What follows belongs to an exercise in optimizing a design on an open flow for a short achievable clock period and few clock cycles; a production flow would make more cautious choices.
In this exercise RTL edits were held to simulation tests only and were not proved equivalent to the original.
Power is estimated from default activity; no workload was simulated.

run A:
Design nr_mcu, start of the top module:
module nr_mcu(clk, enable, code_addr, code_din, emif_addr, emif_wr_n, emif_rd_n, emif_din, emif_dout);
   input            clk;
   input            enable;
   output [15:0]    code_addr;
   input [39:0]     code_din;
   output [31:0]    emif_addr;
   reg [31:0]       emif_addr;
   output           emif_wr_n;
   reg              emif_wr_n;
   output           emif_rd_n;
   reg              emif_rd_n;
   output [31:0]    emif_din;
   reg [31:0]       emif_din;
   input [31:0]     emif_dout;
   localparam K_READ = 0, K_WRITE = 1, K_IREAD = 2, K_IWRITE = 3, K_SET = 4,
              K_ADD = 5, K_AND = 6, K_OR = 7, K_XOR = 8, K_SHL = 9, K_SHR = 10,
              K_SHL4 = 11, K_SHR4 = 12, K_DELAY = 13;
   localparam NK = 14;
   integer i;
   reg [15:0]       pc_f;
   reg              d_v;
   reg [15:0]       d_pc1;
   reg              sk_v;
   reg [39:0]       sk_w;
   reg [15:0]       sk_pc1;
   reg              halted;
   reg [15:0]       bk1, bk2, bk3, bk4;
   reg              push_p, pop_p;
   reg [15:0]       push_v;
   reg              r_v;
   reg [NK-1:0]     r_k;
   reg [31:0]       r_dat;
   reg              r_datz;
   reg [31:0]       r_sel;           
   reg              r_started;       
   reg              e_v;
   reg [NK-1:0]     e_k;
   reg              e_alu;           
   reg              e_nr0;           
   reg              e_simp;          
   reg              e_acw;           
   reg              e_rds;           
   reg [31:0]       e_dat;
   reg              e_datz;
   reg [31:0]       e_sel;
   reg [31:0]       e_opnd;
   reg [31:0]       R0;
   reg              r0p;              
   reg [31:0]       regs [0:31];
   reg              b_rd, b_wr;
   reg [3:0]        bc;
   reg              f_idle;           
   reg              f_free;           
   reg              f_rdd;            
   reg [31:0]       dly;
   reg              dly0, dly1;       
   assign code_addr = pc_f;
   wire        dv   = d_v | sk_v;
   wire [39:0] dw   = sk_v ? sk_w : code_din;
   wire [15:0] dpc1 = sk_v ? sk_pc1 : d_pc1;
   wire [7:0]  op_d = dw[39:32];
   wire d_jmp  = (op_d == 8'h11);
   wire d_jeq  = (op_d == 8'h12);
   wire d_jne  = (op_d == 8'h13);
   wire d_call = (op_d == 8'h51);
  ...
For scale: about 160 I/O pins, about 62000 um2 of cells after synthesis.
clock: 7.0 ns
lec_check: 0
abc_clock_period_in_ps: 1500
cap_margin: 20
core_margin: 2
core_utilization: 35
cts_cluster_diameter: 60
cts_cluster_size: 20
setup_slack_margin: 4.4
slew_margin: 20
run.sh (not shown) runs the stock make flow with config.mk's settings and CLKGATE_MAP_FILE= SYNTH_SCRIPT=/design/flow/synth_recipe.tcl, a recipe that flattens the netlist after the stock synthesis.
Testbench counts of run A, summed over its fixed seeds: cycles 59,949.
The inputs of run B differ from those of run A as listed below.
-- flow/config.mk --
<<< run A, line 9
export CAP_MARGIN = 20
export CORE_MARGIN = 2
export CORE_UTILIZATION = 35
export CTS_CLUSTER_DIAMETER = 60
export CTS_CLUSTER_SIZE = 20
export SETUP_SLACK_MARGIN = 4.4
export SLEW_MARGIN = 20
>>> run B, line 9
export CAP_MARGIN = 20
export CORE_MARGIN = 2
export CORE_UTILIZATION = 30
export SETUP_SLACK_MARGIN = 4.4
export SLEW_MARGIN = 20
### Flow results
Summary of run B over run A: share of cell area taken by flip-flops and latches fell 2.4 points; fmax fell about 2%; met1 global-route usage fell 3.2 points. Of run A and run B, the run reporting the higher total chip power was run B. Run comparison: run A launch point of the critical path emif_din[0]; run B launch point of the critical path emif_din[11]. Non-clock buffer instance count of the final layout ended up 58 higher on run B than on run A. Going from run A to run B, wire length went up by 4.3%; clock network area share went up by 1.6 points; clock insertion delay at the later pin of the skew report was more or less identical; met3 track demand over resource went up by 0.50 points.
> inputs changed (run B -> run C)
-- flow/config.mk --
<<< run B, line 9
export CAP_MARGIN = 20
export CORE_MARGIN = 2
export CORE_UTILIZATION = 30
export SETUP_SLACK_MARGIN = 4.4
export SLEW_MARGIN = 20
>>> run C, line 9
export CAP_MARGIN = 20
export CORE_MARGIN = 2
export CORE_UTILIZATION = 35
export SETUP_SLACK_MARGIN = 4.4
export SLEW_MARGIN = 20
## What came out
Compared with run B, leakage power in run C decreased slightly. Measured against each other, run B and run C differ in layout-stage area growth over the synthesis result, the higher figure coming from run B. Between run B and run C, the flow reports post-CTS resize count decreasing by a little under 10%. Run B → run C: wire length -3.6%, final cell count -409, highest achievable clock rate +1.4%, internal power +0.80%, sequential share of power -0.3 points. Number of vias per cell after detailed routing (run C vs. run B) increases by a few percent. Summary — effective utilization at floorplan, run C relative to run B: higher, by 5.2 points.


fjord:
nr_mcu again, from the RTL that the note above started with.
Settings: LEC_CHECK=0, ABC_CLOCK_PERIOD_IN_PS=1500, CAP_MARGIN=20, CORE_MARGIN=2, CORE_UTILIZATION=35, GPL_ROUTABILITY_DRIVEN=0, SETUP_SLACK_MARGIN=4.4, SLEW_MARGIN=20; clock period 7.0 ns.
Testbench counts of fjord, summed over its fixed seeds: cycles 59,949.
The following lists how tundra was set up differently from fjord:
Settings: ABC_CLOCK_PERIOD_IN_PS now 1200, was 1500; GPL_ROUTABILITY_DRIVEN no longer set, was 0; CORE_UTILIZATION now 40, was 35.
### Flow results
tundra did not stop at any stage, and its layout met the timing, DRC and antenna checks.
Amount of wire on met3 after detailed routing for tundra is higher than for fjord.
Run comparison: tundra end of the critical path emif_din[9]; fjord end of the critical path emif_din[11]
Summary of tundra over fjord: final critical path time including I/O delays and setup shows a reduction of 0.022 ns, die area shows a reduction of 22000 µm², count of clock-buffer cells in the layout shows a reduction of about 2%, flip-flop and latch area shows no meaningful change.
The vertical die dimension number comes out higher for fjord vs tundra.
#### Input delta (zinc over tundra)
Settings: swapping 1200 for 1500 in ABC_CLOCK_PERIOD_IN_PS; swapping 40 for 35 in CORE_UTILIZATION; putting TNS_END_PERCENT at 20 where nothing was set.
## What came out
Higher combinational cell fraction of total power was reported by tundra, not zinc. zinc was carried through to the last stage, and its layout satisfied the timing, DRC and antenna checks. The higher number of clock buffers in the layout came out of zinc. In zinc the total routed wirelength turned out about 1.3% lower than in tundra. When zinc is set beside tundra, its initial antenna violation count turns out to be 4 smaller. Density: zinc sparser than tundra. Compare tundra and zinc | least setup slack across all paths after layout higher: tundra. zinc vs. tundra: met3 track demand over resource in global routing went down 0.89 points; largest voltage drop on the vdd net went down 5.0%; total of fill cells in the finished design went up 2867.

-- separate check: timing with driven ports --
No port has a modelled driver above. Below, the same layouts with a new extraction and two added sets of constraints.
Step 1 sets driving cells, clkbuf_16 on the clock port and buf_2 on the other inputs (assumed; they add their load-dependent delay and slew).
Step 2 also shifts input and output timing later by t, the mid clock arrival at the registers, as if the neighbouring blocks saw the same clock.
a / b / c = no drivers / after step 1 / after step 2; a / b = the first two.
run | t (ns) | setup slack, ns | latest minus earliest clock arrival (ns) | worst data-port slew with drivers (ns)
run A | 0.826 | 4.028 / 3.948 / 3.334 | 0.111 / 0.111 | 0.14
run B | 0.859 | 3.970 / 3.891 / 3.338 | 0.072 / 0.072 | 0.15
run C | 0.869 | 4.013 / 3.930 / 3.346 | 0.083 / 0.083 | 0.12
fjord | 0.873 | 4.002 / 3.918 / 3.275 | 0.062 / 0.063 | 0.13
tundra | 0.875 | 4.024 / 3.946 / 3.283 | 0.061 / 0.060 | 0.08
zinc | 0.859 | 4.011 / 3.931 / 3.351 | 0.098 / 0.099 | 0.07
After both steps every run listed still meets setup and hold. The setup slack of tundra, which loses most, moves by -0.078 ns with the drivers and by -0.741 ns with both steps.
